From an optimization exercise on the open Yosys and OpenROAD flow, aimed at small area; shortcuts taken in it are not production practice. Only simulation tests tie the RTL to the original design; equivalence was not proved. Power figures rest on the tool's default switching activity, not on a simulated workload.

==> flow/flow/run.sh <==
#!/bin/bash
# Standard ORFS layout (standard.sh) with these changes:
#  - synthesis without the half/full-adder extraction and the Kogge-Stone
#    adder map, so ABC maps all combinational logic (registers unchanged);
#  - port buffers use the smallest buffer cell;
#  - CTS without dummy loads.
set -euo pipefail
CTS_ARGS_V="-sink_clustering_enable -dont_use_dummy_load -buf_list sky130_fd_sc_hd__clkbuf_8 -sink_clustering_size 50 -sink_clustering_max_diameter 200"
bash standard.sh ADDER_MAP_FILE= SYNTH_OPERATIONS_ARGS=-nofsm ABC_AREA=1 synth > synth.log 2>&1
bash standard.sh ADDER_MAP_FILE= SYNTH_OPERATIONS_ARGS=-nofsm ABC_AREA=1 \
  "BUFFER_PORTS_ARGS=-buffer_cell sky130_fd_sc_hd__buf_1" \
  "CTS_ARGS=$CTS_ARGS_V" finish > finish.log 2>&1
==> flow/standard.sh <==
#!/bin/bash
# synth_recipe.tcl (not shown) runs the flow's synth.tcl, then flattens the netlist and writes it again
# the make line also repeats each setting of config.mk as NAME=value (left out here)
make -C /OpenROAD-flow-scripts/flow DESIGN_CONFIG=/design/flow/config.mk WORK_HOME=/design/flow/orfs CLKGATE_MAP_FILE= SYNTH_SCRIPT=/design/flow/synth_recipe.tcl "${@:-finish}"
==> flow/config.mk <==
export PLATFORM = sky130hd
export DESIGN_NAME = top_2displays_counters
export DESIGN_NICKNAME = top_2displays_counters
export VERILOG_FILES = /design/flow/design.v
export SDC_FILE = /design/flow/constraint.sdc
export NUM_CORES = 4
export LEC_CHECK = 0
export CAP_MARGIN = 20
export CORE_MARGIN = 2
export CORE_UTILIZATION = 40
export SLEW_MARGIN = 20
==> flow/constraint.sdc <==
create_clock -name core_clock -period 10.0 [get_ports {clk}]
set_input_delay 2.0000 -clock core_clock [delete_from_list [all_inputs] [get_ports {clk}]]
set_output_delay 2.0000 -clock core_clock [all_outputs]
set_load 0.01 [all_outputs]
==> flow/design.v <==
`timescale 1ns/10ps
module async_reset
  (
    input wire    clk,
    input wire    CPU_RESETN,
    output logic  reset,
    output logic  reset_d1,
    output logic  reset_d2
   );
  logic [3:0] reset_sync;
  always_ff @(posedge clk) reset_sync <= {reset_sync[2:0], ~CPU_RESETN};
  assign reset    = reset_sync[1];
  assign reset_d1 = reset_sync[2];
  assign reset_d2 = reset_sync[3];
endmodule  
`timescale 1ns/10ps
module btn_debouncer
  (
    input wire    clk,
    input wire    reset,
    input wire    BTNC,
    output logic  button_down_d2
   );
  logic [2:0] button_sync;
  logic       counter_en;
  logic [7:0] button_debouncer;
  logic       button_down, button_down_d1;
  logic       rising, keep;
  logic [8:0] carry;
  assign rising = button_sync[1] & ~button_sync[2];
  assign keep   = ~reset & (counter_en | rising);
  assign carry[0] = counter_en;
  generate
    genvar k;
    for (k = 0; k < 8; k = k + 1) begin : inc
      assign carry[k+1] = carry[k] & button_debouncer[k];
    end
  endgenerate
  always @(posedge clk) begin
    button_sync      <= {button_sync[1:0], BTNC};
    button_debouncer <= (button_debouncer ^ carry[7:0]) & {8{keep}};
    counter_en       <= ~reset & ~carry[8] & button_sync[1] & (counter_en | ~button_sync[2]);
    button_down      <= ~reset & carry[8];
    button_down_d1   <= button_down;
    button_down_d2   <= button_down_d1;
  end
endmodule  
`timescale 1ns/10ps
module cathode_top
  (
   input wire [3:0]   encoded,
   output logic [6:0] cathode
   );
  always_comb begin
    case (encoded)
      4'h0: cathode = 7'b1000000;
      4'h1: cathode = 7'b1111001;
      4'h2: cathode = 7'b0100100;
      4'h3: cathode = 7'b0110000;
      4'h4: cathode = 7'b0011001;
      4'h5: cathode = 7'b0010010;
      4'h6: cathode = 7'b0000010;
      4'h7: cathode = 7'b1111000;
      4'h8: cathode = 7'b0000000;
      4'h9: cathode = 7'b0010000;
      4'hA: cathode = 7'b0001000;
      4'hB: cathode = 7'b0000011;
      4'hC: cathode = 7'b1000110;
      4'hD: cathode = 7'b0100001;
      4'hE: cathode = 7'b0000110;
      default: cathode = 7'b0001110;
    endcase
  end
endmodule
`timescale 1ns/10ps
module counter
  (
    input wire          clk,
    input wire          reset,
    input wire          button_down,
    output logic [7:0]  hex,
    output logic [7:0]  dec
   );
  logic [8:0] hc;
  logic [7:0] dt;
  logic       dcarry;
  assign hc[0] = button_down;
  generate
    genvar k;
    for (k = 0; k < 8; k = k + 1) begin : inc
      assign hc[k+1] = hc[k] & hex[k];
    end
  endgenerate
  function automatic [3:0] bcd_toggle(input [3:0] d);
    bcd_toggle[0] = 1'b1;
    bcd_toggle[1] = d[0] & ~d[3];
    bcd_toggle[2] = d[0] & d[1];
    bcd_toggle[3] = d[0] & (d[3] | (d[1] & d[2]));
  endfunction
  assign dcarry = button_down & dec[0] & dec[3];
  assign dt = {bcd_toggle(dec[7:4]) & {4{dcarry}}, bcd_toggle(dec[3:0]) & {4{button_down}}};
  always @(posedge clk) begin
    hex <= (hex ^ hc[7:0]) & {8{~reset}};
    dec <= (dec ^ dt) & {8{~reset}};
  end
endmodule  
`timescale 1ns/10ps
module seven_segment
  (
   input wire         clk,
   input wire         reset,
   output logic [1:0] anode_count
   );
  localparam logic [13:0] MASK = 14'h1eff;
  localparam logic [13:0] TERM = 14'h0675;
  logic [13:0] refresh_count;
  logic        last, clear;
  assign last  = ((refresh_count ^ TERM) & MASK) == 14'd0;
  assign clear = reset | last;
  always @(posedge clk) begin
    refresh_count <= ~({refresh_count[12:0], refresh_count[0] ^ refresh_count[13]} | {14{clear}});
    if (last) anode_count <= anode_count + 1'b1;
    if (reset) anode_count <= '0;
  end
endmodule
`timescale 1ns/10ps
module seven_segment_pmod
  (
   input wire         clk,
   input wire         sel,
   input wire  [6:0]  live,
   output logic [6:0] value
   );
  logic [6:0] held;
  assign value = sel ? live : held;
  always @(posedge clk) held <= value;
endmodule
`timescale 1ns/10ps
module top_2displays_counters
  (
    input wire          clk,
    input wire  [1:0]   BTNC_flat,
    input wire          CPU_RESETN,
    output logic [7:0]  anode_flat,
    output logic [15:0] cathode_flat,
    output logic        pmod_anodeSel,
    output logic [6:0]  pmod_cathode,
    output logic [23:0] LED_flat
   );
  logic reset, reset_d1, reset_d2;
  async_reset resetCleaner
    (
     .clk(clk), .CPU_RESETN(CPU_RESETN),
     .reset(reset), .reset_d1(reset_d1), .reset_d2(reset_d2)
    );
  logic [1:0] button_down;
  logic [1:0][7:0] hex, dec;
  logic [1:0][6:0] seg;
  logic [1:0] anode_count;
  seven_segment refresh_i
    (
     .clk(clk), .reset(reset_d1), .anode_count(anode_count)
    );
  generate
    genvar i;
    for (i = 0; i < 2; i = i + 1) begin : connects
      btn_debouncer btnClean_i
        (
         .clk(clk), .reset(reset), .BTNC(BTNC_flat[i]),
         .button_down_d2(button_down[i])
        );
      counter counter_i
        (
         .clk(clk), .reset(reset_d2), .button_down(button_down[i]),
         .hex(hex[i]), .dec(dec[i])
        );
      logic [3:0] digit;
      always_comb begin
        case (anode_count)
          2'd0: digit = dec[i][3:0];
          2'd1: digit = dec[i][7:4];
          2'd2: digit = hex[i][3:0];
          default: digit = hex[i][7:4];
        endcase
      end
      cathode_top ct_i (.encoded(digit), .cathode(seg[i]));
      assign anode_flat[4*i +: 4] = ~(4'b0001 << (2'd3 - anode_count));
      assign cathode_flat[8*i +: 8] = {1'b1, seg[i]};
    end
  endgenerate
  logic [6:0] pmod_seg;
  cathode_top ct_pmod_i
    (
     .encoded(anode_count[0] ? hex[0][7:4] : hex[0][3:0]),
     .cathode(pmod_seg)
    );
  assign pmod_cathode  = pmod_seg;
  assign pmod_anodeSel = ~anode_count[0];
  logic [6:0] led0, led1, led2;
  seven_segment_pmod led0_i (.clk(clk), .sel(anode_count == 2'd2), .live(~seg[0]), .value(led0));
  seven_segment_pmod led1_i (.clk(clk), .sel(anode_count == 2'd3), .live(~seg[0]), .value(led1));
  seven_segment_pmod led2_i (.clk(clk), .sel(~anode_count[0]),     .live(pmod_seg), .value(led2));
  assign LED_flat = {1'b1, led2, 1'b0, led1, 1'b0, led0};
endmodule  
==> results of run 1 <==
## kinds of logic (layout without fill, tap and decap cells)
kind of cell,count (synthesis),count (layout),synth area share (%)
AOI/OAI and AO/OA,86,86,11.5
xor gates and xnor gates,3,3,0.607
buffers and inverters,100,143,9.94
DFF,103,103,47.6
other,2,5,0.173
and+or+nand+nor,297,297,30.2
## layer usage
layer / wire [microns] / track usage [%] / up-vias
li1: - / - / 1966
met1: 4060 / 19.0 / 1631
met2: 3930 / 26.2 / 75
met3: 380 / 4.52 / 13
met4: 136 / 5.59 / 0
met5: 0 / 0 / -
## cell type report
class | instances | area share [%]
multi-input combinational | 391 | 39.3
clock buffer | 9 | 2.63
timing repair buffer | 54 | 4.31
sequential | 103 | 43.8
tap | 136 | 3.61
inverter | 80 | 6.38
## worst register-to-register path: stages (launching register included)
cell      delay, ps
dfxtp_1        1000
inv_2           330
nor2_2          290
nand2_1         100
o211ai_1        140
nand2_2         180
o21ai_1         360
o21ai_1         130
## worst min-delay path by stage
| stage | start | endpoint | slack (ps) | depth (start not counted) |
|---|---|---|---|---|
| after detailed placement | resetCleaner.reset_sync[0] | resetCleaner.reset_sync[1] | 310 | 0 |
| after CTS | resetCleaner.reset_sync[0] | resetCleaner.reset_sync[1] | 330 | 0 |
| after global routing | connects[1].btnClean_i.button_sync[0] | connects[1].btnClean_i.button_sync[1] | 340 | 0 |
| after global placement | connects[1].btnClean_i.button_down_d1 | connects[1].btnClean_i.button_down_d2 | 310 | 0 |
| final | resetCleaner.reset_sync[0] | resetCleaner.reset_sync[1] | 330 | 0 |
| after floorplan | connects[0].btnClean_i.button_down | connects[0].btnClean_i.button_down_d1 | 310 | 0 |
## power groups by stage
stage / clock network (uW) / logic [uW] / registers [uW]
6_report: 204 / 25.1 / 429
4_1_cts: 213 / 25.5 / 430
5_1_grt: 231 / 29.5 / 431
3_5_place_dp: 0 / 25.5 / 439
3_3_place_gp: 0 / 24.7 / 439
2_1_floorplan: 0 / 19.9 / 437
## per-stage QoR
| stage | hold WS, ps | worst slack [ps] | std cells | total power, uW |
|---|---|---|---|---|
| 2_1_floorplan | 310 | 6510 | 594 | 457 |
| 4_1_cts | 331 | 4870 | 773 | 669 |
| 3_3_place_gp | 310 | 5370 | 764 | 464 |
| 3_5_place_dp | 312 | 5320 | 764 | 465 |
| 6_report | 329 | 4930 | 773 | 659 |
| 5_1_grt | 338 | 4580 | 773 | 692 |
## flip-flops by register name, indices dropped and copies added (netlist names)
register / cells
led2_i.held: 7
connects.btnClean_i.counter_en: 2
led1_i.held: 7
connects.btnClean_i.button_down: 2
resetCleaner.reset_sync: 4
connects.btnClean_i.button_debouncer: 16
connects.counter_i.dec: 16
led0_i.held: 7
refresh_i.anode_count: 2
connects.counter_i.hex: 16
connects.btnClean_i.button_down_d1: 2
connects.btnClean_i.button_down_d2: 2
refresh_i.refresh_count: 14
connects.btnClean_i.button_sync: 6
## layout by cell type, fill, tap and decap left out, types with 3 or more instances in the layout
cell type / instances
nand2_1: 139
dfxtp_1: 103
nor2_1: 78
inv_1: 72
buf_1: 54
nand3_1: 41
o21ai_0: 33
a21oi_1: 20
nor3_1: 16
o21ai_1: 12
clkbuf_8: 9
inv_2: 7
nor3b_1: 7
o211ai_1: 5
o21ai_2: 5
conb_1: 5
nand2_2: 3
o21bai_1: 3
xor2_1: 3
==> reports/results.ini, run 1 <==
[outcome]
status = complete, no violations

[layout]
final_util_pct = 45.2
nFillCells = 1075
drive_gt1_share_pct = 5.65
n_antenna_cell = 0
design_area_sq_mm = 0.00471
regArea_sq_mm = 0.00206
nets = 643
area_growth_pct = 8.73
multi_input_area_sq_mm = 0.00185

[global_routing]
grt_usage_pct = 15.6
grt_pass1_wl_microns = 14700
gr-total-overflow = 0
grt_antenna_before_repair = 0
grt_pass1_vias = 3358
grt_max_degree = 26

[sta]
fin_crit_ps = 5070
setup_violations = 0
final_min_period_over_clock_period_pct = 50.7
hold_viol_final = 0
grt_setup_unrepaired = no
slew-limit-headroom_pct = 33.1
final.setup_skew_ps = 30.9
drv_slew = 0
max_freq_ghz = 0.197
worst_pin_slew_ps = 1000
tns_ps = 0

[clock_network]
clk_pin_slew_ps = 100
cts_setup_buffers = 0
clockBufferDepth = 2
h-tree-depth = 3
cts_hold_buffers = 0
cts_tree = yes
clock_latency_ps = 380
numCtsBuffers = 9
cts_resized = 0
clockRootBuffer = clkbuf_8
cts_sinks = 103

[logic_synthesis]
yosys-top-cells-count = nand2_1 (139), dfxtp_1 (103), nor2_1 (78)
synth-main-ff-cell = dfxtp_1
synth.most_common_cell = nand2_1
synth_edf_count = 0
async_flop_share_pct = 0
synth_seq_area_share_pct = 47.6
avgSynthCellArea_sq_um = 7.33
ys_types = 35
synth.top_cell.area_share_pct = 47.6
netlist_area_sq_mm = 0.00433
yosysTopAreaCell = dfxtp_1
synth-seq-cells = 103
yosys_warnings = 7
synthCells = 591
synth_top_cells_by_area = dfxtp_1 (48%), nand2_1 (12%), nor2_1 (6.8%)

[critical_path]
crit_path_end_kind = output port
worstPathCellList = inv_2, nor2_2, nand2_1, o211ai_1, nand2_2, nand3_1, o21ai_1, o21ai_1, buf_1
cp_max_fo = 25
crit_buf_inv = 2
crit_top_cell = o21ai_1
crit_path_start_kind = register
worstPathArrival_ps = 3070
worstRegToRegCells = 7
critical_path_class = register to output port
startpoint = refresh_i.anode_count[0]
endpoint = LED_flat[4]
critPathRequiredTime_ps = 8000
r2r_start = refresh_i.anode_count[0]
slowest_stage = dfxtp_1
r2r_end = led0_i.held[4]
cp_top_family = flip-flops
r2r_slack_ps = 7320
cpPeakStageDelay_ps = 1000
cp.depth = 9

[min_path]
min_path_type = register to register

[power]
peakVddDrop_v = 0.0000730
clkPwrFrac_pct = 31.0
power_switching_uw = 146
p_per_area_mw_per_mm2 = 140
swShare_pct = 22.1
internal-power_uw = 513
power_frac_seq_pct = 65.2
p_comb_share_pct = 3.8
p_leak_uw = 0.00207

[routing]
num_vias = 3685
totalWireLength_microns = 8500
drc_errors = 0
dr.pass1.iters = 5
vias_per_cell = 4.77
wire_per_inst_microns = 11.0
postRouteAntennaNets = 0
drt_iter0_drc = 173

[die]
die_y_microns = 108
rows = 37
core_area_sq_mm = 0.0104
initial_core_util_pct = 41.6
die_w_microns = 108
num_io_pins = 60
die-area_sq_mm = 0.0117

[placed_design]
gp_congestion = 0.827
dpl-instance-area_sq_mm = 0.00458
port_buffers = 54
dp_hpwl_microns = 6310

[job]
cap_violations = 0

==> run 2, diff against run 1 <==
--- a/flow/flow/run.sh
+++ b/flow/flow/run.sh
@@ -6,7 +6,7 @@
 #  - CTS without dummy loads.
 set -euo pipefail
 CTS_ARGS_V="-sink_clustering_enable -dont_use_dummy_load -buf_list sky130_fd_sc_hd__clkbuf_8 -sink_clustering_size 50 -sink_clustering_max_diameter 200"
-bash standard.sh ADDER_MAP_FILE= SYNTH_OPERATIONS_ARGS=-nofsm ABC_AREA=1 synth > synth.log 2>&1
-bash standard.sh ADDER_MAP_FILE= SYNTH_OPERATIONS_ARGS=-nofsm ABC_AREA=1 \
+bash standard.sh ADDER_MAP_FILE= SYNTH_OPERATIONS_ARGS=-nofsm synth > synth.log 2>&1
+bash standard.sh ADDER_MAP_FILE= SYNTH_OPERATIONS_ARGS=-nofsm \
   "BUFFER_PORTS_ARGS=-buffer_cell sky130_fd_sc_hd__buf_1" \
   "CTS_ARGS=$CTS_ARGS_V" finish > finish.log 2>&1
==> reports/results.ini, run 2 <==
[routing]
postRouteAntennaNets = 0  ; unchanged
vias_per_cell = 4.95  ; +3.8%
num_vias = 3172  ; -14%
drc_errors = 0  ; unchanged
wire_per_inst_microns = 11.9  ; +7.9%
drt_iter0_drc = 138  ; -20%
dr.pass1.iters = 4  ; -1
totalWireLength_microns = 7610  ; -10%

[critical_path]
cp_max_fo = 23  ; -8.0%
crit_path_start_kind = register
worstPathArrival_ps = 2730  ; -340 ps
startpoint = refresh_i.anode_count[0]
crit_path_end_kind = output port
critPathRequiredTime_ps = 8000  ; about the same
critical_path_class = register to output port
r2r_start = refresh_i.anode_count[0]

[layout]
layout_common_cells = dfxtp_1 (101), nor2_1 (71), buf_1 (54)
area_growth_pct = 7.69
drive_gt1_share_pct = 8.38  ; +2.7 points
nets = 507  ; -21%
final_common_cell = dfxtp_1
final_cells = 641  ; -17%
nFillCells = 1049  ; -2.4%
reg.largest.list = connects.btnClean_i.button_debouncer: 16 flops, connects.counter_i.dec: 16 flops, connects.counter_i.hex: 16 flops
n_antenna_cell = 0  ; unchanged

[clock_network]
cts_sinks = 103  ; unchanged
clockBufferDepth = 2  ; unchanged
cts_hold_buffers = 0  ; unchanged
clk_pin_slew_ps = 80  ; -20 ps
clock_latency_ps = 350  ; -30 ps
clockRootBuffer = clkbuf_8
h-tree-depth = 3  ; unchanged
numCtsBuffers = 9  ; unchanged
cts_tree = yes
cts_setup_buffers = 0  ; unchanged
cts_resized = 0  ; unchanged

[sta]
tns_ps = 0  ; unchanged
grt_setup_unrepaired = no
fin_ws_ps = 5270  ; +336 ps
slew-limit-headroom_pct = 61.2  ; +28 points
final.setup_skew_ps = 21.9  ; -9.02 ps
final_min_period_over_clock_period_pct = 47.3  ; -3.4 points
setup_violations = 0  ; unchanged
worst_pin_slew_ps = 566  ; -437 ps
max_freq_ghz = 0.211  ; +7.1%
hold_ws_ps = 329  ; -0.0240 ps
drv_slew = 0  ; unchanged
hold_viol_final = 0  ; unchanged
fin_crit_ps = 4730  ; -336 ps

[logic_synthesis]
synth.most_common_cell = dfxtp_1
yosysTopAreaCell = dfxtp_1
netlist_area_sq_mm = 0.00435  ; +0.35%
yosys_warnings = 7  ; unchanged
yosys-top-cells-count = dfxtp_1 (103), nor2_1 (71), nand2_1 (44)
ys_types = 49  ; +40%
synth_top_cells_by_area = dfxtp_1 (47%), nor2_1 (6.1%), xnor2_1 (5.2%)
synth_seq_area_share_pct = 47.5  ; -0.16 points
synth-seq-cells = 103  ; unchanged
synth_edf_count = 0  ; unchanged
synthCells = 464  ; -21%
synth-main-ff-cell = dfxtp_1
async_flop_share_pct = 0  ; unchanged
synth.top_cell.area_share_pct = 47.5  ; -0.16 points
avgSynthCellArea_sq_um = 9.37  ; +28%

[placed_design]
placed_cells = 632  ; -17%
preCtsSetupSlack_ps = 5220  ; -96.1 ps
port_buffers = 54  ; unchanged
gp_congestion = 0.809  ; -2.2%
dp_hpwl_microns = 5450  ; -14%

[global_routing]
grt_max_degree = 33  ; +27%
grt_pass1_vias = 2800  ; -17%
grt_usage_pct = 13.3  ; -2.3 points
grt_antenna_before_repair = 0  ; unchanged
gr-total-overflow = 0  ; unchanged
grt_pass1_wl_microns = 12600  ; -14%

[die]
num_io_pins = 60  ; unchanged
die_y_microns = 108  ; +0.17%
initial_core_util_pct = 40.6  ; -0.95 points
die-area_sq_mm = 0.0117  ; +0.33%
core_area_sq_mm = 0.0107  ; +2.7%
rows = 38  ; +2.7%
die_w_microns = 108  ; +0.17%

[power]
p_leak_uw = 0.00163  ; -21%
p_per_area_mw_per_mm2 = 140  ; -0.19%
p_comb_share_pct = 3.4  ; -0.4 points
peakVddDrop_v = 0.0000730  ; about the same
swShare_pct = 21.4  ; -0.72 points
clkPwrFrac_pct = 30.5  ; -0.5 points
internal-power_uw = 514  ; +0.11%
power_frac_seq_pct = 66.1  ; +0.9 points
power_switching_uw = 140  ; -4.0%

[job]
cap_violations = 0  ; unchanged

[min_path]
min_path_type = register to register
worstHoldStart = connects[1].btnClean_i.button_down_d1

[outcome]
status = complete, no violations

## run 2: changes by cell type after synthesis, moves of 7 or more
cell / before / now
mux2_2: 0 / 10
o21ai_0: 33 / 24
nand2_1: 139 / 44
nor2_1: 78 / 71
nor3_1: 16 / 3
nand3_1: 41 / 17
mux4_2: 0 / 8
inv_1: 72 / 10
xnor2_1: 0 / 26
xor2_1: 3 / 22
nand2b_1: 0 / 7
## run 2: final cells by class
cell class              instances  area, sq um  area share [%]
inverters                      11         41.3           0.882
repair buffers                 54          203            4.33
flip-flops and latches        103         2060            44.1
clock buffers                   9          124            2.65
multi-input cells             324         2070            44.3
well taps                     140          175            3.74
## run 2: per-layer routing
layer	routed length [microns]	up-vias	track usage (%)	share of wire [%]
met5	0	-	0	0
met4	54	0	4.58	0.71
met3	314	6	3.32	4.1
met2	3640	56	23.0	48
met1	3600	1492	16.2	47
li1	-	1618	-	-
## run 2: through the flow
step,util (%),power (uW),area (sq um)
finish,43.7,653,4680
global route,43.7,686,4680
CTS,43.7,665,4680
detailed placement,42.6,464,4550
global placement,42.6,463,4550
floorplan,-,457,4360
## run 2: path summary, 6_finish.rpt
path / endpoint / slack (ps) / cells after the start
max: LED_flat[10] / 5270 / 5
min: connects[1].btnClean_i.button_down_d2 / 330 / 0
max reg2reg: led1_i.held[2] / 7640 / 4
min reg2reg: connects[1].btnClean_i.button_down_d2 / 330 / 0
## run 2: logic make-up (layout without fill, tap and decap cells)
kind of cell             count (synthesis)  in the layout  synth area share [%]
adder cells (fa/ha/maj)                  1              1                 0.230
XOR/XNOR                                48             48                  9.67
buffers and inverters                   40             74                  5.12
flip-flops                             103            103                  47.5
other                                    2              5                 0.173
multiplexers                            26             26                  8.95
AND/OR/NAND/NOR                        176            176                  19.0
AO/OA/AOI/OAI                           68             68                  9.36
## run 2: power by group through the flow
stage | Combinational [uW] | Clock, uW | Sequential (uW)
after floorplan | 19.3 | 0 | 438
after global placement | 22.1 | 0 | 441
after detailed placement | 22.8 | 0 | 442
after CTS | 23.0 | 210 | 432
after global routing | 26.4 | 226 | 434
final | 22.4 | 199 | 432
## run 2: worst max-delay path, cell delays in order (launching register included)
cell,delay [ps]
dfxtp_2,720
mux4_2,720
or4_4,570
o21ai_2,130
o21ai_2,100
buf_1,140
==> run 3, diff against run 2 <==
==> flow/flow/run.sh (replaced) <==
#!/bin/bash
# Standard ORFS layout (standard.sh) with these changes:
#  - synthesis without the half/full-adder extraction and the Kogge-Stone
#    adder map, and with an area-oriented ABC script (flow/area.abc) in place
#    of the delay-oriented one; registers are mapped exactly as in the
#    standard synthesis;
#  - port buffers use the smallest buffer cell;
#  - CTS with clkbuf_8 and no dummy loads.
set -euo pipefail
HERE=$(pwd)
{ cat <<'TCL'
proc abc {args} {
  set i [lsearch -exact $args -script]
  if {$i >= 0} { set args [lreplace $args [expr {$i + 1}] [expr {$i + 1}] $::env(AREA_ABC_SCRIPT)] }
  puts "abc (area script): $args"
  yosys abc {*}$args
}
TCL
cat synth_recipe.tcl; } > flow_synth.tcl
export AREA_ABC_SCRIPT=$HERE/flow/area.abc
SYN=(ADDER_MAP_FILE= SYNTH_OPERATIONS_ARGS=-nofsm SYNTH_SCRIPT=$HERE/flow_synth.tcl)
CTS="-sink_clustering_enable -dont_use_dummy_load -buf_list {sky130_fd_sc_hd__clkbuf_2 sky130_fd_sc_hd__clkbuf_4 sky130_fd_sc_hd__clkbuf_8} -sink_clustering_size 20 -sink_clustering_max_diameter 100"
bash standard.sh "${SYN[@]}" synth > synth.log 2>&1
grep -q "abc (area script)" orfs/logs/sky130hd/top_2displays_counters/base/1_2_yosys.log
bash standard.sh "${SYN[@]}" \
  "BUFFER_PORTS_ARGS=-buffer_cell sky130_fd_sc_hd__buf_1" \
  "CTS_ARGS=$CTS" finish > finish.log 2>&1
==> flow/flow/area.abc (new file) <==
strash
&get -n
&st
&synch2
&if -K 6
&mfs
&st
&dch
&nf -R 1000
&put
topo
==> reports/results.ini, run 3 <==
[clock_network]
h-tree-depth = 3  ; unchanged
clockBufferDepth = 2  ; unchanged
cts_hold_buffers = 0  ; unchanged
clk_pin_slew_ps = 90  ; about the same
cts_resized = 0  ; unchanged
cts_tree = yes
numCtsBuffers = 9  ; unchanged
clock_latency_ps = 360  ; about the same
cts_sinks = 103  ; unchanged
clockRootBuffer = clkbuf_8
cts_setup_buffers = 0  ; unchanged

[die]
die_w_microns = 103  ; -5.1%
rows = 36  ; -5.3%
die-area_sq_mm = 0.0106  ; -9.9%
core_area_sq_mm = 0.00959  ; -10%
initial_core_util_pct = 40.6  ; about the same
num_io_pins = 60  ; unchanged
die_y_microns = 103  ; -5.1%

[critical_path]
cp_max_fo = 18  ; -22%
worstPathArrival_ps = 3880  ; +1150 ps
startpoint = refresh_i.anode_count[0]
r2r_slack_ps = 6490  ; -1150 ps
worstRegToRegCells = 10  ; +6
critical_path_class = register to output port
crit_path_end_kind = output port
r2r_end = led1_i.held[0]
r2r_start = refresh_i.anode_count[0]
crit_path_start_kind = register
critPathRequiredTime_ps = 8000  ; about the same

[sta]
grt_setup_unrepaired = no
worst_pin_slew_ps = 904  ; +338 ps
drv_slew = 0  ; unchanged
final_min_period_over_clock_period_pct = 58.8  ; +11 points
final.setup_skew_ps = 29.6  ; +7.68 ps
max_freq_ghz = 0.170  ; -19%
tns_ps = 0  ; unchanged
hold_viol_final = 0  ; unchanged
setup_violations = 0  ; unchanged
hold_ws_ps = 333  ; +3.51 ps
slew-limit-headroom_pct = 39.8  ; -21 points
fin_crit_ps = 5880  ; +1150 ps

[logic_synthesis]
async_flop_share_pct = 0  ; unchanged
synth_edf_count = 0  ; unchanged
synth.most_common_cell = dfxtp_1
yosysTopAreaCell = dfxtp_1
synthCells = 432  ; -6.9%
netlist_area_sq_mm = 0.00390  ; -10%
yosys-top-cells-count = dfxtp_1 (103), nor2_1 (71), a21oi_1 (41)
synth.top_cell.area_share_pct = 52.9  ; +5.4 points
synth_top_cells_by_area = dfxtp_1 (53%), nor2_1 (6.8%), a21oi_1 (5.3%)
avgSynthCellArea_sq_um = 9.02  ; -3.6%
synth_seq_area_share_pct = 52.9  ; +5.4 points
synth-seq-cells = 103  ; unchanged
synth-main-ff-cell = dfxtp_1
yosys_warnings = 7  ; unchanged
ys_types = 35  ; -29%

[routing]
totalWireLength_microns = 7880  ; +3.5%
num_vias = 3148  ; -0.76%
dr.pass1.iters = 4  ; unchanged
wire_per_inst_microns = 12.7  ; +6.7%
vias_per_cell = 5.06  ; +2.3%
drt_iter0_drc = 157  ; +14%
postRouteAntennaNets = 0  ; unchanged
drc_errors = 0  ; unchanged

[layout]
final_common_cell = dfxtp_1
n_antenna_cell = 0  ; unchanged
drive_gt1_share_pct = 2.04  ; -6.3 points
final_cells = 622  ; -3.0%
area_growth_pct = 11.2
reg.largest.list = connects.btnClean_i.button_debouncer: 16 flops, connects.counter_i.dec: 16 flops, connects.counter_i.hex: 16 flops
nets = 495  ; -2.4%
layout_common_cells = dfxtp_1 (102), nor2_1 (71), buf_1 (54)

[global_routing]
grt_max_degree = 33  ; unchanged
gr-total-overflow = 0  ; unchanged
use_met3_pct = 4.27  ; +0.96 points
grt_antenna_before_repair = 0  ; unchanged
grt_usage_pct = 15.8  ; +2.5 points
grt.busiest_layer = met2
grt_pass1_wl_microns = 13200  ; +5.0%
grt_use_met2_pct = 25.6  ; +2.6 points
use_met1_pct = 21.2  ; +5.0 points
grt_pass1_vias = 2795  ; -0.18%

[outcome]
status = complete, no violations

[power]
p_per_area_mw_per_mm2 = 150  ; +7.1%
total_power_uw = 649  ; -0.74%
peakVddDrop_v = 0.0000748  ; +2.5%
p_leak_uw = 0.00162  ; -1.0%

[placed_design]
placed_cells = 613  ; -3.0%
gp_congestion = 0.768  ; -5.1%
port_buffers = 54  ; unchanged
dp_hpwl_microns = 5650  ; +3.8%

[job]
cap_violations = 0  ; unchanged

[min_path]
hold_depth = 0  ; unchanged
min_path_type = register to register
worstHoldStart = connects[1].btnClean_i.button_down
min_to = connects[1].btnClean_i.button_down_d1

==> run 3: cell count changes after synthesis, sizes merged, moves of 11 or more <==
| cell | previous run | this run |
|---|---|---|
| a21oi | 18 | 41 |
| and3 | 5 | 21 |
| xnor2 | 26 | 12 |
| nand3 | 17 | 5 |
| nand2 | 44 | 33 |
| a211oi | 0 | 11 |
| nor3 | 3 | 25 |
| xor2 | 22 | 3 |
| inv | 11 | 0 |
| clkinv | 0 | 11 |
| o21ai | 35 | 19 |
| buf | 20 | 9 |
==> run 3: worst max-delay path, cell delays in order, from the launching register on <==
cell      delay [ps]
dfxtp_1          750
clkinv_1         480
nor2_1           460
clkinv_1         290
o22ai_1          270
a21o_1           270
a21oi_1          150
a211oi_1         260
a21oi_1           60
nor2_1           240
a21oi_1          130
buf_1            170
==> run 3: per-layer routing <==
layer | share of wire, % | routed length, microns
met1 | 49 | 3900
met2 | 46 | 3600
met3 | 3.9 | 308
met4 | 0.95 | 75
met5 | 0 | 0
==> run 3: cells by family (layout without fill, tap and decap cells) <==
logic type / Yosys count / count (layout) / share of synthesized area [%]
and+or+nand+nor: 172 / 172 / 20.1
buffers and inverters: 20 / 74 / 2.79
muxes: 14 / 14 / 3.88
DFF: 103 / 103 / 52.9
xor gates and xnor gates: 15 / 15 / 3.37
other: 2 / 5 / 0.193
AOI/OAI and AO/OA: 106 / 106 / 16.8
==> run 3: per-stage QoR <==
step                cell area, sq um  setup WS, ps  utilization [%]
finish                          4340          4120             45.2
global placement                4210          4780             43.9
CTS                             4340          4150             45.2
floorplan                       3910          4980                -
detailed placement              4210          4550             43.9
global route                    4340          3660             45.2
==> run 3: worst max-delay path by stage <==
| stage | end | slack (ps) | cells after the start |
|---|---|---|---|
| after floorplan | LED_flat[1] | 4980 | 9 |
| after global placement | LED_flat[1] | 4780 | 10 |
| after detailed placement | LED_flat[1] | 4550 | 10 |
| after CTS | LED_flat[1] | 4150 | 10 |
| after global routing | LED_flat[1] | 3660 | 10 |
| final | LED_flat[8] | 4120 | 11 |
==> run 3: cell type report <==
class / count / area (sq um)
Multi-Input combinational cell: 312 / 1740
Timing Repair Buffer: 54 / 203
Fill cell: 950 / 5260
Clock buffer: 9 / 124
Tap cell: 133 / 166
Inverter: 11 / 41.3
Sequential cell: 103 / 2060
==> run 3: where the power goes <==
group	leakage, uW	switching (uW)	internal [uW]	total [uW]
sequential	0.000841	7.42	422	429
combinational	0.000712	11.0	6.26	17.2
clock	0.0000647	121	81.1	202
total	0.00162	139	509	649
==> run 4, diff against run 3 <==
--- a/flow/flow/run.sh
+++ b/flow/flow/run.sh
@@ -19,7 +19,7 @@
 cat synth_recipe.tcl; } > flow_synth.tcl
 export AREA_ABC_SCRIPT=$HERE/flow/area.abc
 SYN=(ADDER_MAP_FILE= SYNTH_OPERATIONS_ARGS=-nofsm SYNTH_SCRIPT=$HERE/flow_synth.tcl)
-CTS="-sink_clustering_enable -dont_use_dummy_load -buf_list {sky130_fd_sc_hd__clkbuf_2 sky130_fd_sc_hd__clkbuf_4 sky130_fd_sc_hd__clkbuf_8} -sink_clustering_size 20 -sink_clustering_max_diameter 100"
+CTS="-sink_clustering_enable -dont_use_dummy_load -buf_list sky130_fd_sc_hd__clkbuf_8 -sink_clustering_size 50 -sink_clustering_max_diameter 200"
 bash standard.sh "${SYN[@]}" synth > synth.log 2>&1
 grep -q "abc (area script)" orfs/logs/sky130hd/top_2displays_counters/base/1_2_yosys.log
 bash standard.sh "${SYN[@]}" \
==> reports/results.ini, run 4 <==
[die]
num_io_pins = 60  ; unchanged
rows = 36  ; unchanged
core_area_sq_mm = 0.00959  ; unchanged
die_y_microns = 103  ; unchanged
die_w_microns = 103  ; unchanged
initial_core_util_pct = 40.6  ; unchanged
die-area_sq_mm = 0.0106  ; unchanged

[critical_path]
slowest_stage = dfxtp_1
cpPeakStageDelay_ps = 750  ; about the same
cp_top_family = compound AO/OA/AOI/OAI gates
crit_top_cell = a21oi_1
crit_buf_inv = 3  ; unchanged
critical_path_class = register to output port
worstPathCellList = clkinv_1, nor2_1, clkinv_1, o22ai_1, a21o_1, a21oi_1, a211oi_1, a21oi_1, nor2_1, a21oi_1, buf_1
worstPathArrival_ps = 3880  ; about the same
critPathRequiredTime_ps = 8000  ; about the same
crit_path_end_kind = output port
crit_path_start_kind = register
cp_max_fo = 18  ; unchanged

[logic_synthesis]
synth_seq_area_share_pct = 52.9  ; unchanged
netlist_area_sq_mm = 0.00390  ; unchanged
avgSynthCellArea_sq_um = 9.02  ; unchanged
synth.most_common_cell = dfxtp_1
yosys-top-cells-count = dfxtp_1 (103), nor2_1 (71), a21oi_1 (41)
synthCells = 432  ; unchanged
async_flop_share_pct = 0  ; unchanged
synth-main-ff-cell = dfxtp_1
synth_edf_count = 0  ; unchanged
synth.top_cell.area_share_pct = 52.9  ; unchanged
synth-seq-cells = 103  ; unchanged
yosysTopAreaCell = dfxtp_1
ys_types = 35  ; unchanged
yosys_warnings = 7  ; unchanged
synth_top_cells_by_area = dfxtp_1 (53%), nor2_1 (6.8%), a21oi_1 (5.3%)

[routing]
totalWireLength_microns = 7880  ; unchanged
top_layer = met4
drt-met1-wl_microns = 3900  ; unchanged
num_vias = 3148  ; unchanged
postRouteAntennaNets = 0  ; unchanged
wl_met3_microns = 308  ; unchanged
wl_met2_microns = 3600  ; unchanged
wire_per_inst_microns = 12.7  ; unchanged
dr.pass1.iters = 4  ; unchanged
vias_per_cell = 5.06  ; unchanged
drc_errors = 0  ; unchanged
drt_iter0_drc = 157  ; unchanged

[power]
p_per_area_mw_per_mm2 = 150  ; unchanged
p_leak_uw = 0.00162  ; unchanged
peakVddDrop_v = 0.0000748  ; unchanged

[job]
cap_violations = 0  ; unchanged

[layout]
drive_gt1_share_pct = 2.04  ; unchanged
layout_common_cells = dfxtp_1 (102), nor2_1 (71), buf_1 (54)
n_antenna_cell = 0  ; unchanged
nFillCells = 950  ; unchanged
area_growth_pct = 11.2  ; unchanged
multi_input_area_sq_mm = 0.00174  ; unchanged
reg.largest.list = connects.btnClean_i.button_debouncer: 16 flops, connects.counter_i.dec: 16 flops, connects.counter_i.hex: 16 flops
regArea_sq_mm = 0.00206  ; unchanged
nets = 495  ; unchanged
final_common_cell = dfxtp_1
final_cells = 622  ; unchanged

[sta]
final.setup_skew_ps = 29.6  ; unchanged
hold_ws_ps = 333  ; unchanged
slew-limit-headroom_pct = 39.8  ; unchanged
final_min_period_over_clock_period_pct = 58.8  ; unchanged
tns_ps = 0  ; unchanged
drv_slew = 0  ; unchanged
setup_violations = 0  ; unchanged
max_freq_ghz = 0.170  ; unchanged
fin_ws_ps = 4120  ; unchanged
fin_crit_ps = 5880  ; unchanged
hold_viol_final = 0  ; unchanged
grt_setup_unrepaired = no
worst_pin_slew_ps = 904  ; unchanged

[placed_design]
port_buffers = 54  ; unchanged
placed_cells = 613  ; unchanged
dp_hpwl_microns = 5650  ; unchanged
gp_congestion = 0.768  ; unchanged
preCtsSetupSlack_ps = 4550  ; unchanged

[clock_network]
cts_setup_buffers = 0  ; unchanged
clock_latency_ps = 360  ; about the same
clk_pin_slew_ps = 90  ; about the same
numCtsBuffers = 9  ; unchanged
clockRootBuffer = clkbuf_8
cts_hold_buffers = 0  ; unchanged
cts_tree = yes
cts_sinks = 103  ; unchanged
cts_resized = 0  ; unchanged
clockBufferDepth = 2  ; unchanged
h-tree-depth = 3  ; unchanged

[min_path]
min_path_type = register to register

[global_routing]
grt_max_degree = 33  ; unchanged
gr-total-overflow = 0  ; unchanged
grt_antenna_before_repair = 0  ; unchanged
grt_pass1_wl_microns = 13200  ; unchanged
grt_pass1_vias = 2795  ; unchanged
grt_usage_pct = 15.8  ; unchanged

[outcome]
status = complete, no violations

run 4: area by class of cell:
cell class                 instances  share of cell area [%]
multi-input combinational        312                    40.1
inverter                          11                   0.952
tap                              133                    3.84
timing repair buffer              54                    4.67
sequential                       103                    47.6
clock buffer                       9                    2.86
run 4: final timing paths:
path	from	endpoint	slack (ps)	cells past startpoint
setup reg to reg	refresh_i.anode_count[0]	led1_i.held[0]	6490	10
hold reg to reg	connects[1].btnClean_i.button_down	connects[1].btnClean_i.button_down_d1	330	0
hold / removal	connects[1].btnClean_i.button_down	connects[1].btnClean_i.button_down_d1	330	0
setup / recovery	refresh_i.anode_count[0]	LED_flat[8]	4120	11
run 4: through the flow:
step / utilization, % / area, sq um / total power [uW]
floorplan: - / 3910 / 451
global placement: 43.9 / 4210 / 456
detailed placement: 43.9 / 4210 / 457
CTS: 45.2 / 4340 / 657
global route: 45.2 / 4340 / 678
finish: 45.2 / 4340 / 649
run 4: report_power, final:
group	switching (uW)	total (uW)	internal, uW
registers	7.42	429	422
clock network	121	202	81.1
logic	11.0	17.2	6.26
run 4: cells by family after synthesis:
logic type / count (synthesis) / share of synthesized area, %
and+or+nand+nor: 172 / 20.1
AOI/OAI and AO/OA: 106 / 16.8
DFF: 103 / 52.9
buffers and inverters: 20 / 2.79
xor gates and xnor gates: 15 / 3.37
muxes: 14 / 3.88
other: 2 / 0.193
run 4: layer usage:
metal  vias to the layer above  track usage, %
met4                         0            3.69
met1                      1457            21.2
li1                       1629               -
met2                        52            25.6
met3                        10            4.27
met5                         -               0
==> run 5, diff against run 4 <==
==> flow/flow/area.abc (replaced) <==
strash
&get -n
&st
&synch2
&if -K 6
&mfs
&st
&deepsyn -J 1000 -T 300
&st
&dch
&nf -R 1000 -p
&put
topo
==> reports/results.ini, run 5 <==
[outcome]
status = complete, no violations

[clock_network]
cts_sinks = 103  ; unchanged
numCtsBuffers = 9  ; unchanged
cts_resized = 0  ; unchanged
clock_latency_ps = 370  ; about the same
cts_tree = yes
cts_hold_buffers = 0  ; unchanged
clk_pin_slew_ps = 80  ; about the same
cts_setup_buffers = 0  ; unchanged
clockRootBuffer = clkbuf_8
h-tree-depth = 3  ; unchanged
clockBufferDepth = 2  ; unchanged

[routing]
drc_errors = 0  ; unchanged
wire_per_inst_microns = 12.2  ; -3.7%
drt-met1-wl_microns = 3600  ; -7.7%
num_vias = 3118  ; -0.95%
drt_iter0_drc = 149  ; -5.1%
dr.pass1.iters = 4  ; unchanged
postRouteAntennaNets = 0  ; unchanged
top_layer = met4
totalWireLength_microns = 7580  ; -3.7%
wl_met3_microns = 354  ; +15%
wl_met2_microns = 3490  ; -3.0%
vias_per_cell = 5.01  ; -0.95%

[layout]
reg.largest.list = connects.btnClean_i.button_debouncer: 16 flops, connects.counter_i.dec: 16 flops, connects.counter_i.hex: 16 flops
layout_common_cells = dfxtp_1 (102), nor2_1 (66), buf_1 (54)
nFillCells = 910  ; -4.2%
drive_gt1_share_pct = 2.03  ; -0.017 points
nets = 499  ; +0.81%
final_common_cell = dfxtp_1
n_antenna_cell = 0  ; unchanged
area_growth_pct = 11.3  ; about the same
final_cells = 622  ; unchanged

[logic_synthesis]
avgSynthCellArea_sq_um = 8.81  ; -2.3%
synth.top_cell.area_share_pct = 53.7  ; +0.77 points
synthCells = 436  ; +0.93%
yosysTopAreaCell = dfxtp_1
ys_types = 34  ; -2.9%
synth-main-ff-cell = dfxtp_1
synth_seq_area_share_pct = 53.7  ; +0.77 points
netlist_area_sq_mm = 0.00384  ; -1.4%
yosys_warnings = 7  ; unchanged
synth.most_common_cell = dfxtp_1
yosys-top-cells-count = dfxtp_1 (103), nor2_1 (66), nand2_1 (46)
async_flop_share_pct = 0  ; unchanged
synth_edf_count = 0  ; unchanged
synth_top_cells_by_area = dfxtp_1 (54%), nor2_1 (6.4%), a21oi_1 (4.7%)
synth-seq-cells = 103  ; unchanged

[global_routing]
grt_usage_pct = 15.3  ; -0.49 points
gr-total-overflow = 0  ; unchanged
grt_pass1_vias = 2758  ; -1.3%
grt_antenna_before_repair = 0  ; unchanged
grt_pass1_wl_microns = 12600  ; -4.2%
grt_max_degree = 33  ; unchanged

[die]
core_area_sq_mm = 0.00928  ; -3.2%
die-area_sq_mm = 0.0104  ; -1.4%
initial_core_util_pct = 41.4  ; +0.75 points
num_io_pins = 60  ; unchanged
die_w_microns = 102  ; -0.70%
die_y_microns = 102  ; -0.70%
rows = 35  ; -2.8%

[power]
p_leak_uw = 0.00164  ; +1.4%
peakVddDrop_v = 0.0000905  ; +21%
power_frac_seq_pct = 65.7  ; -0.5 points
swShare_pct = 21.8  ; +0.33 points
power_switching_uw = 144  ; +3.1%
internal-power_uw = 515  ; +1.1%
clkPwrFrac_pct = 30.5  ; -0.6 points
p_per_area_mw_per_mm2 = 154  ; +3.0%
p_comb_share_pct = 3.8  ; +1.1 points
total_power_uw = 659  ; +1.5%

[placed_design]
dp_hpwl_microns = 5530  ; -2.1%
gp_congestion = 0.855  ; +11%
port_buffers = 54  ; unchanged
placed_cells = 613  ; unchanged

[critical_path]
cpPeakStageDelay_ps = 840  ; +90 ps
worstPathArrival_ps = 3940  ; +60 ps
critical_path_class = register to output port
crit_buf_inv = 3  ; unchanged
critPathRequiredTime_ps = 8000  ; about the same
cp_top_family = simple AND/OR/NAND/NOR gates
worstPathCellList = clkinv_1, nor2_1, a22oi_1, nand2_1, nor2_1, nor2b_1, clkinv_1, a221oi_1, nor2_1, a21oi_1, nor2_1, o21ai_0, buf_1
crit_path_end_kind = output port
cp_max_fo = 22  ; +4
crit_path_start_kind = register
slowest_stage = dfxtp_1
crit_top_cell = nor2_1

[sta]
setup_violations = 0  ; unchanged
slew-limit-headroom_pct = 46.7  ; +7.0 points
tns_ps = 0  ; unchanged
final.setup_skew_ps = 30.0  ; +0.428 ps
max_freq_ghz = 0.168  ; -0.95%
worst_pin_slew_ps = 798  ; -105 ps
final_min_period_over_clock_period_pct = 59.4  ; +0.56 points
drv_slew = 0  ; unchanged
hold_viol_final = 0  ; unchanged
grt_setup_unrepaired = no
fin_crit_ps = 5940  ; +56.4 ps

[min_path]
min_path_type = register to register

[job]
cap_violations = 0  ; unchanged

-- run 5: final timing paths --
check	end	slack, ps	cells past startpoint	from
max	LED_flat[1]	4060	13	refresh_i.anode_count[0]
min	connects[1].btnClean_i.button_down_d2	330	0	connects[1].btnClean_i.button_down_d1
max reg2reg	led0_i.held[1]	6490	12	refresh_i.anode_count[0]
min reg2reg	connects[1].btnClean_i.button_down_d2	330	0	connects[1].btnClean_i.button_down_d1
-- run 5: cells by family (layout without fill, tap and decap cells) --
logic type / Yosys count / after routing / synth area share [%]
muxes: 11 / 11 / 3.06
other: 2 / 5 / 0.195
xor gates and xnor gates: 5 / 5 / 1.14
and+or+nand+nor: 192 / 192 / 23.1
DFF: 103 / 103 / 53.7
AOI/OAI and AO/OA: 106 / 106 / 16.3
buffers and inverters: 17 / 71 / 2.54
-- run 5: through the flow --
stage	cell area (sq um)	utilization (%)	hold WS [ps]	worst slack, ps
after global routing	4280	46.1	328	3520
after global placement	4150	44.7	313	4660
after floorplan	3850	-	310	4810
after CTS	4270	46.0	329	4060
after detailed placement	4150	44.7	314	4440
final	4280	46.1	332	4060
-- run 5: routing by layer --
layer	vias to the layer above	track usage [%]
li1	1621	-
met1	1416	19.3
met2	70	24.8
met3	11	4.04
met4	0	6.77
met5	-	0
-- run 5: power groups by stage --
stage / logic (uW) / registers (uW) / clock network [uW]
2_1_floorplan: 19.0 / 440 / 0
3_3_place_gp: 24.9 / 442 / 0
3_5_place_dp: 25.5 / 442 / 0
4_1_cts: 25.6 / 433 / 211
5_1_grt: 29.2 / 435 / 224
6_report: 25.1 / 433 / 201
-- run 5: area by class of cell --
cell class	count	area [sq um]	share of cell area (%)
Timing Repair Buffer	54	203	4.74
Multi-Input combinational cell	319	1690	39.6
Inverter	8	30.0	0.702
Clock buffer	9	124	2.90
Tap cell	129	161	3.78
Sequential cell	103	2060	48.3
==> run 6, diff against run 5 <==
==> flow/flow/area.abc (replaced) <==
strash
&get -n
&st
&synch2
&if -K 6
&mfs
&st
&deepsyn -T 30
&st
&dch
&nf -R 1000 -p
&put
topo
==> reports/results.ini, run 6 <==
[routing]
postRouteAntennaNets = 0  ; unchanged
drt_iter0_drc = 79  ; -47%
wire_per_inst_microns = 11.4  ; -6.5%
totalWireLength_microns = 6910  ; -8.9%
dr.pass1.iters = 4  ; unchanged
num_vias = 3028  ; -2.9%
drc_errors = 0  ; unchanged
vias_per_cell = 5.00  ; -0.32%

[die]
rows = 35  ; unchanged
num_io_pins = 60  ; unchanged
die-area_sq_mm = 0.0103  ; -1.0%
die_y_microns = 102  ; -0.50%
die_w_microns = 102  ; -0.50%
initial_core_util_pct = 41.2  ; -0.24 points
core_area_sq_mm = 0.00924  ; -0.47%

[placed_design]
port_buffers = 54  ; unchanged
placed_cells = 597  ; -2.6%
dp_hpwl_microns = 5070  ; -8.4%
gp_congestion = 0.867  ; +1.4%

[critical_path]
cpPeakStageDelay_ps = 680  ; -160 ps
crit_path_start_kind = register
worstPathArrival_ps = 3880  ; -60 ps
worstPathCellList = clkinv_1, nand2_1, o22ai_1, nor2_1, clkinv_1, xnor2_1, or3_1, o21ai_0, o31ai_1, o22ai_1, buf_1
slowest_stage = dfxtp_1
cp_top_family = compound AO/OA/AOI/OAI gates
cp_max_fo = 20  ; -9.1%
critPathRequiredTime_ps = 8000  ; about the same
crit_buf_inv = 3  ; unchanged
critical_path_class = register to output port
crit_path_end_kind = output port

[logic_synthesis]
synth-main-ff-cell = dfxtp_1
synth_seq_area_share_pct = 54.2  ; +0.57 points
synth-seq-cells = 103  ; unchanged
netlist_area_sq_mm = 0.00380  ; -1.0%
yosysTopAreaCell = dfxtp_1
synth_top_cells_by_area = dfxtp_1 (54%), nor2_1 (5.6%), a21oi_1 (4.7%)
yosys-top-cells-count = dfxtp_1 (103), nor2_1 (57), a21oi_1 (36)
synthCells = 420  ; -3.7%
yosys_warnings = 7  ; unchanged
synth.most_common_cell = dfxtp_1
async_flop_share_pct = 0  ; unchanged
synth_edf_count = 0  ; unchanged
synth.top_cell.area_share_pct = 54.2  ; +0.57 points
ys_types = 36  ; +5.9%
avgSynthCellArea_sq_um = 9.05  ; +2.7%

[clock_network]
clock_latency_ps = 350  ; -20 ps
cts_resized = 0  ; unchanged
cts_setup_buffers = 0  ; unchanged
cts_tree = yes
cts_hold_buffers = 0  ; unchanged
clk_pin_slew_ps = 90  ; about the same
clockBufferDepth = 2  ; unchanged
cts_sinks = 103  ; unchanged
clockRootBuffer = clkbuf_8
numCtsBuffers = 9  ; unchanged
h-tree-depth = 3  ; unchanged

[layout]
n_antenna_cell = 0  ; unchanged
reg.largest.list = connects.btnClean_i.button_debouncer: 16 flops, connects.counter_i.dec: 16 flops, connects.counter_i.hex: 16 flops
nets = 483  ; -3.2%
area_growth_pct = 11.4
drive_gt1_share_pct = 2.10  ; +0.068 points
final_common_cell = dfxtp_1
layout_common_cells = dfxtp_1 (102), nor2_1 (57), buf_1 (54)
final_cells = 606  ; -2.6%

[power]
p_leak_uw = 0.00158  ; -3.5%
p_comb_share_pct = 5.3  ; +1.5 points
power_frac_seq_pct = 65.4  ; -0.3 points
swShare_pct = 21.9  ; +0.092 points
internal-power_uw = 523  ; +1.6%
clkPwrFrac_pct = 29.3  ; -1.2 points
power_switching_uw = 147  ; +2.1%
peakVddDrop_v = 0.0000894  ; -1.2%
p_per_area_mw_per_mm2 = 158  ; +2.6%

[sta]
setup_violations = 0  ; unchanged
fin_crit_ps = 5880  ; -55.9 ps
grt_setup_unrepaired = no
max_freq_ghz = 0.170  ; +0.95%
final.setup_skew_ps = 26.1  ; -3.83 ps
final_min_period_over_clock_period_pct = 58.8  ; -0.56 points
slew-limit-headroom_pct = 55.0  ; +8.3 points
drv_slew = 0  ; unchanged
tns_ps = 0  ; unchanged
worst_pin_slew_ps = 668  ; -130 ps
hold_viol_final = 0  ; unchanged

[min_path]
min_path_type = register to register

[global_routing]
grt_antenna_before_repair = 0  ; unchanged
grt_usage_pct = 13.9  ; -1.5 points
grt_pass1_wl_microns = 11700  ; -7.6%
grt_pass1_vias = 2726  ; -1.2%
use_met3_pct = 4.55  ; +0.52 points
gr-total-overflow = 0  ; unchanged
grt.busiest_layer = met2
grt_use_met2_pct = 23.5  ; -1.3 points
use_met1_pct = 16.9  ; -2.4 points
grt_max_degree = 33  ; unchanged

[job]
cap_violations = 0  ; unchanged

[outcome]
status = complete, no violations

run 6: cell count changes after synthesis, sizes merged, moves of 2 or more:
cell	before	now
a22oi	3	1
nand2	46	35
nand2b	1	6
nor2	66	57
nor2b	9	7
o21a	16	13
o21ai	25	22
o221ai	0	2
or2	1	3
xnor2	3	6
run 6: area by class of cell:
cell class / count / area, sq um
Fill cell: 900 / 5000
Timing Repair Buffer: 54 / 203
Sequential cell: 103 / 2060
Tap cell: 129 / 161
Multi-Input combinational cell: 303 / 1650
Clock buffer: 9 / 124
Inverter: 8 / 30.0
run 6: layer usage:
| metal | wire length [microns] | part of all wire, % | up-vias |
|---|---|---|---|
| met2 | 3150 | 46 | 61 |
| met5 | 0 | 0 | - |
| met3 | 327 | 4.7 | 4 |
| met4 | 51 | 0.74 | 0 |
| met1 | 3380 | 49 | 1376 |
| li1 | - | - | 1587 |
run 6: metrics by stage:
stage | utilization [%] | setup slack [ps] | power [uW] | instance area [sq um] | hold slack [ps]
4_1_cts | 45.8 | 4080 | 682 | 4230 | 336
2_1_floorplan | - | 4830 | 471 | 3810 | 310
3_3_place_gp | 44.5 | 4770 | 482 | 4110 | 310
5_1_grt | 45.8 | 3710 | 703 | 4240 | 342
3_5_place_dp | 44.5 | 4490 | 484 | 4110 | 312
6_report | 45.8 | 4120 | 670 | 4240 | 334
run 6: logic make-up after synthesis:
family | synth area share [%]
compound gates | 16.0
mux | 2.53
other cells | 0.198
buf+inv | 2.57
xor+xnor | 2.07
simple gates | 22.4
flops | 54.2
run 6: path summary, 6_finish.rpt:
kind / cells past startpoint / startpoint / endpoint / slack [ps]
setup / recovery: 11 / refresh_i.anode_count[0] / cathode_flat[12] / 4120
hold / removal: 0 / resetCleaner.reset_sync[0] / resetCleaner.reset_sync[1] / 330
setup reg to reg: 10 / refresh_i.anode_count[0] / led2_i.held[5] / 6870
hold reg to reg: 0 / resetCleaner.reset_sync[0] / resetCleaner.reset_sync[1] / 330
run 6: power by group through the flow:
stage	combinational [uW]	sequential (uW)	clock, uW
floorplan	25.2	446	0
global route	41.1	441	221
detailed placement	35.8	448	0
global placement	34.7	448	0
CTS	35.9	439	207
finish	35.3	438	196
==> run 7, diff against run 6 <==
--- a/flow/config.mk
+++ b/flow/config.mk
@@ -7,5 +7,6 @@
 export LEC_CHECK = 0
 export CAP_MARGIN = 20
 export CORE_MARGIN = 2
-export CORE_UTILIZATION = 40
+export CORE_UTILIZATION = 65
+export PLACE_DENSITY = 0.8
 export SLEW_MARGIN = 20
==> reports/results.ini, run 7 <==
[outcome]
status = complete, no violations

[critical_path]
worstRegToRegCells = 12  ; +2
r2r_start = refresh_i.anode_count[0]
critPathRequiredTime_ps = 8000  ; about the same
worstPathArrival_ps = 3940  ; +60 ps
r2r_slack_ps = 6500  ; -370 ps
r2r_end = led1_i.held[1]
crit_path_start_kind = register
crit_path_end_kind = output port
cp_max_fo = 22  ; +10%
critical_path_class = register to output port

[layout]
nets = 499  ; +3.3%
drive_gt1_share_pct = 2.03  ; -0.068 points
reg.largest.list = connects.btnClean_i.button_debouncer: 16 flops, connects.counter_i.dec: 16 flops, connects.counter_i.hex: 16 flops
multi_input_area_sq_mm = 0.00169  ; +2.4%
regArea_sq_mm = 0.00206  ; unchanged
n_antenna_cell = 0  ; unchanged
area_growth_pct = 9.51
layout_common_cells = dfxtp_1 (102), nor2_1 (66), buf_1 (54)
final_common_cell = dfxtp_1
nFillCells = 438  ; -51%

[die]
die_w_microns = 80.9  ; -20%
die_y_microns = 80.9  ; -20%
die-area_sq_mm = 0.00654  ; -36%
core_area_sq_mm = 0.00582  ; -37%
rows = 28  ; -20%
num_io_pins = 60  ; unchanged
initial_core_util_pct = 66.1  ; +25 points

[routing]
dr.pass1.iters = 4  ; unchanged
wl_met2_microns = 3620  ; +15%
drt_iter0_drc = 135  ; +71%
totalWireLength_microns = 7360  ; +6.5%
top_layer = met4
drt-met1-wl_microns = 3290  ; -2.8%
wl_met3_microns = 307  ; -6.1%
num_vias = 3149  ; +4.0%
postRouteAntennaNets = 0  ; unchanged
vias_per_cell = 5.54  ; +11%
drc_errors = 0  ; unchanged
wire_per_inst_microns = 13.0  ; +14%

[global_routing]
gr-total-overflow = 0  ; unchanged
grt_pass1_vias = 2803  ; +2.8%
grt_pass1_wl_microns = 11900  ; +2.0%
grt_usage_pct = 23.2  ; +9.3 points
grt_max_degree = 33  ; unchanged
grt_antenna_before_repair = 0  ; unchanged

[logic_synthesis]
yosysTopAreaCell = dfxtp_1
synth.most_common_cell = dfxtp_1
synth_top_family_by_area = simple AND/OR/NAND/NOR gates
avgSynthCellArea_sq_um = 8.81  ; -2.7%
synth-xor-area-share_pct = 1.14  ; -0.93 points
synth_edf_count = 0  ; unchanged
yosys_warnings = 7  ; unchanged
synth_top_cells_by_area = dfxtp_1 (54%), nor2_1 (6.4%), a21oi_1 (4.7%)
synth-main-ff-cell = dfxtp_1
synth_seq_area_share_pct = 53.7  ; -0.57 points
synth.top_cell.area_share_pct = 53.7  ; -0.57 points
synth_compound_gate_area_share_pct = 16.3  ; +0.29 points
synthAdderAreaFrac_pct = 0  ; unchanged
yosys-top-cells-count = dfxtp_1 (103), nor2_1 (66), nand2_1 (46)
synth-seq-cells = 103  ; unchanged
synth.area.mux_share_pct = 3.06  ; +0.53 points
yosys.area_share.simple_pct = 23.1  ; +0.71 points
synthCells = 436  ; +3.8%
ys_types = 34  ; -5.6%
netlist_area_sq_mm = 0.00384  ; +1.1%
async_flop_share_pct = 0  ; unchanged

[clock_network]
cts_tree = yes
numCtsBuffers = 9  ; unchanged
clockBufferDepth = 2  ; unchanged
cts_hold_buffers = 0  ; unchanged
cts_setup_buffers = 0  ; unchanged
h-tree-depth = 3  ; unchanged
clk_pin_slew_ps = 100  ; about the same
cts_sinks = 103  ; unchanged
clockRootBuffer = clkbuf_8
cts_resized = 0  ; unchanged
clock_latency_ps = 360  ; about the same

[placed_design]
gp_congestion = 0.885  ; +2.0%
port_buffers = 54  ; unchanged
preCtsSetupSlack_ps = 4520  ; +31.2 ps
dp_hpwl_microns = 5230  ; +3.2%

[power]
p_per_area_mw_per_mm2 = 156  ; -1.4%
p_leak_uw = 0.00164  ; +3.6%
peakVddDrop_v = 0.000157  ; +76%

[sta]
hold_ws_ps = 308  ; -25.7 ps
max_freq_ghz = 0.168  ; -0.95%
final.setup_skew_ps = 30.0  ; +3.85 ps
final_min_period_over_clock_period_pct = 59.4  ; +0.56 points
hold_viol_final = 0  ; unchanged
fin_crit_ps = 5940  ; +56.3 ps
slew-limit-headroom_pct = 47.9  ; -7.1 points
fin_ws_ps = 4060  ; -56.3 ps
setup_violations = 0  ; unchanged
tns_ps = 0  ; unchanged
grt_setup_unrepaired = no
drv_slew = 0  ; unchanged
worst_pin_slew_ps = 781  ; +113 ps

[min_path]
min_to = connects[1].btnClean_i.button_sync[1]
hold_depth = 0  ; unchanged
min_path_type = register to register
worstHoldStart = connects[1].btnClean_i.button_sync[0]

[job]
cap_violations = 0  ; unchanged

[run 7: cell types whose count changed after synthesis, moves of 2 or more]
cell,change
nand2_1,+11
nor2_1,+9
nand2b_1,-5
o21a_1,+3
o21ai_0,+3
xnor2_1,-3
a22oi_1,+2
nor2b_1,+2
o221ai_1,-2
or2_0,-2
[run 7: critical path, cell delays in order, from the launching register on]
cell and delay, ps:
dfxtp_1 830, clkinv_1 410, nor2_1 380, a22oi_1 170, nand2_1 140, nor2_1 80, nor2b_1 170, clkinv_1 150
a221oi_1 500, nor2_1 140, a21oi_1 160, nor2_1 80, o21ai_0 220, buf_1 180
[run 7: where the power goes]
part / switching, uW / internal (uW) / leakage, uW
Clock: 117 / 81.0 / 0.0000647
Combinational: 16.1 / 9.24 / 0.000734
Sequential: 8.00 / 425 / 0.000841
[run 7: how the worst max path moves through the flow]
stage / startpoint / endpoint / slack (ps) / depth (start not counted)
finish: refresh_i.anode_count[0] / LED_flat[9] / 4060 / 13
global route: refresh_i.anode_count[0] / LED_flat[9] / 3610 / 13
CTS: refresh_i.anode_count[0] / LED_flat[9] / 4090 / 13
global placement: refresh_i.anode_count[0] / LED_flat[9] / 4770 / 13
detailed placement: refresh_i.anode_count[0] / LED_flat[9] / 4520 / 13
floorplan: refresh_i.anode_count[0] / LED_flat[9] / 4810 / 12
[run 7: metal layers]
layer | vias to the layer above | GRT usage, %
met3 | 14 | 3.56
met5 | - | 0
met1 | 1428 | 27.3
met4 | 0 | 11.2
li1 | 1624 | -
met2 | 83 | 41.1
[run 7: stage by stage]
| stage | total power (uW) | util, % | cells | cell area (sq um) |
|---|---|---|---|---|
| 6_report | 656 | 72.4 | 568 | 4210 |
| 2_1_floorplan | 459 | - | 439 | 3850 |
| 3_3_place_gp | 466 | 70.2 | 559 | 4080 |
| 4_1_cts | 659 | 72.3 | 568 | 4210 |
| 3_5_place_dp | 468 | 70.2 | 559 | 4080 |
| 5_1_grt | 679 | 72.4 | 568 | 4210 |
[run 7: final cells by class]
cell class / instances / share of cell area, %
sequential: 103 / 49.0
tap: 75 / 2.23
clock buffer: 9 / 2.94
timing repair buffer: 54 / 4.82
multi-input combinational: 319 / 40.3
inverter: 8 / 0.714
[run 7: logic make-up (layout without fill, tap and decap cells)]
family                 after synthesis  in the layout
buffers and inverters               17             71
flip-flops                         103            103
AND/OR/NAND/NOR                    192            192
XOR/XNOR                             5              5
AO/OA/AOI/OAI                      106            106
other                                2              5
multiplexers                        11             11

## static timing again, ports no longer ideal
No port has a modelled driver above. Below, the same layouts with a new extraction and two added sets of constraints.
Step 1, drivers: a clkbuf_16 drives clk and a buf_2 each remaining input, both assumed.
Step 2 times the ports against the registers' clock, not the clock port: input delays grow and output delays shrink by t, the midpoint of the rising clock arrivals with the driver on.
Three values: ideal ports, drivers, drivers and shift; two values: the first two.
run | shift t [ns] | setup slack, ns | worst register clock-pin slew, ns | pins driven straight from the clock port
run 1 | 0.394 | 4.930 / 4.900 / 5.294 | 0.10 / 0.10 | 1
run 2 | 0.377 | 5.266 / 5.234 / 5.611 | 0.10 / 0.10 | 1
run 3 | 0.374 | 4.119 / 4.089 / 4.464 | 0.10 / 0.10 | 1
run 4 | 0.374 | 4.119 / 4.089 / 4.464 | 0.10 / 0.10 | 1
run 5 | 0.387 | 4.063 / 4.032 / 4.418 | 0.11 / 0.11 | 1
run 6 | 0.369 | 4.119 / 4.088 / 4.458 | 0.09 / 0.09 | 1
run 7 | 0.371 | 4.063 / 4.033 / 4.405 | 0.10 / 0.10 | 1
After both steps every run listed still meets setup and hold.
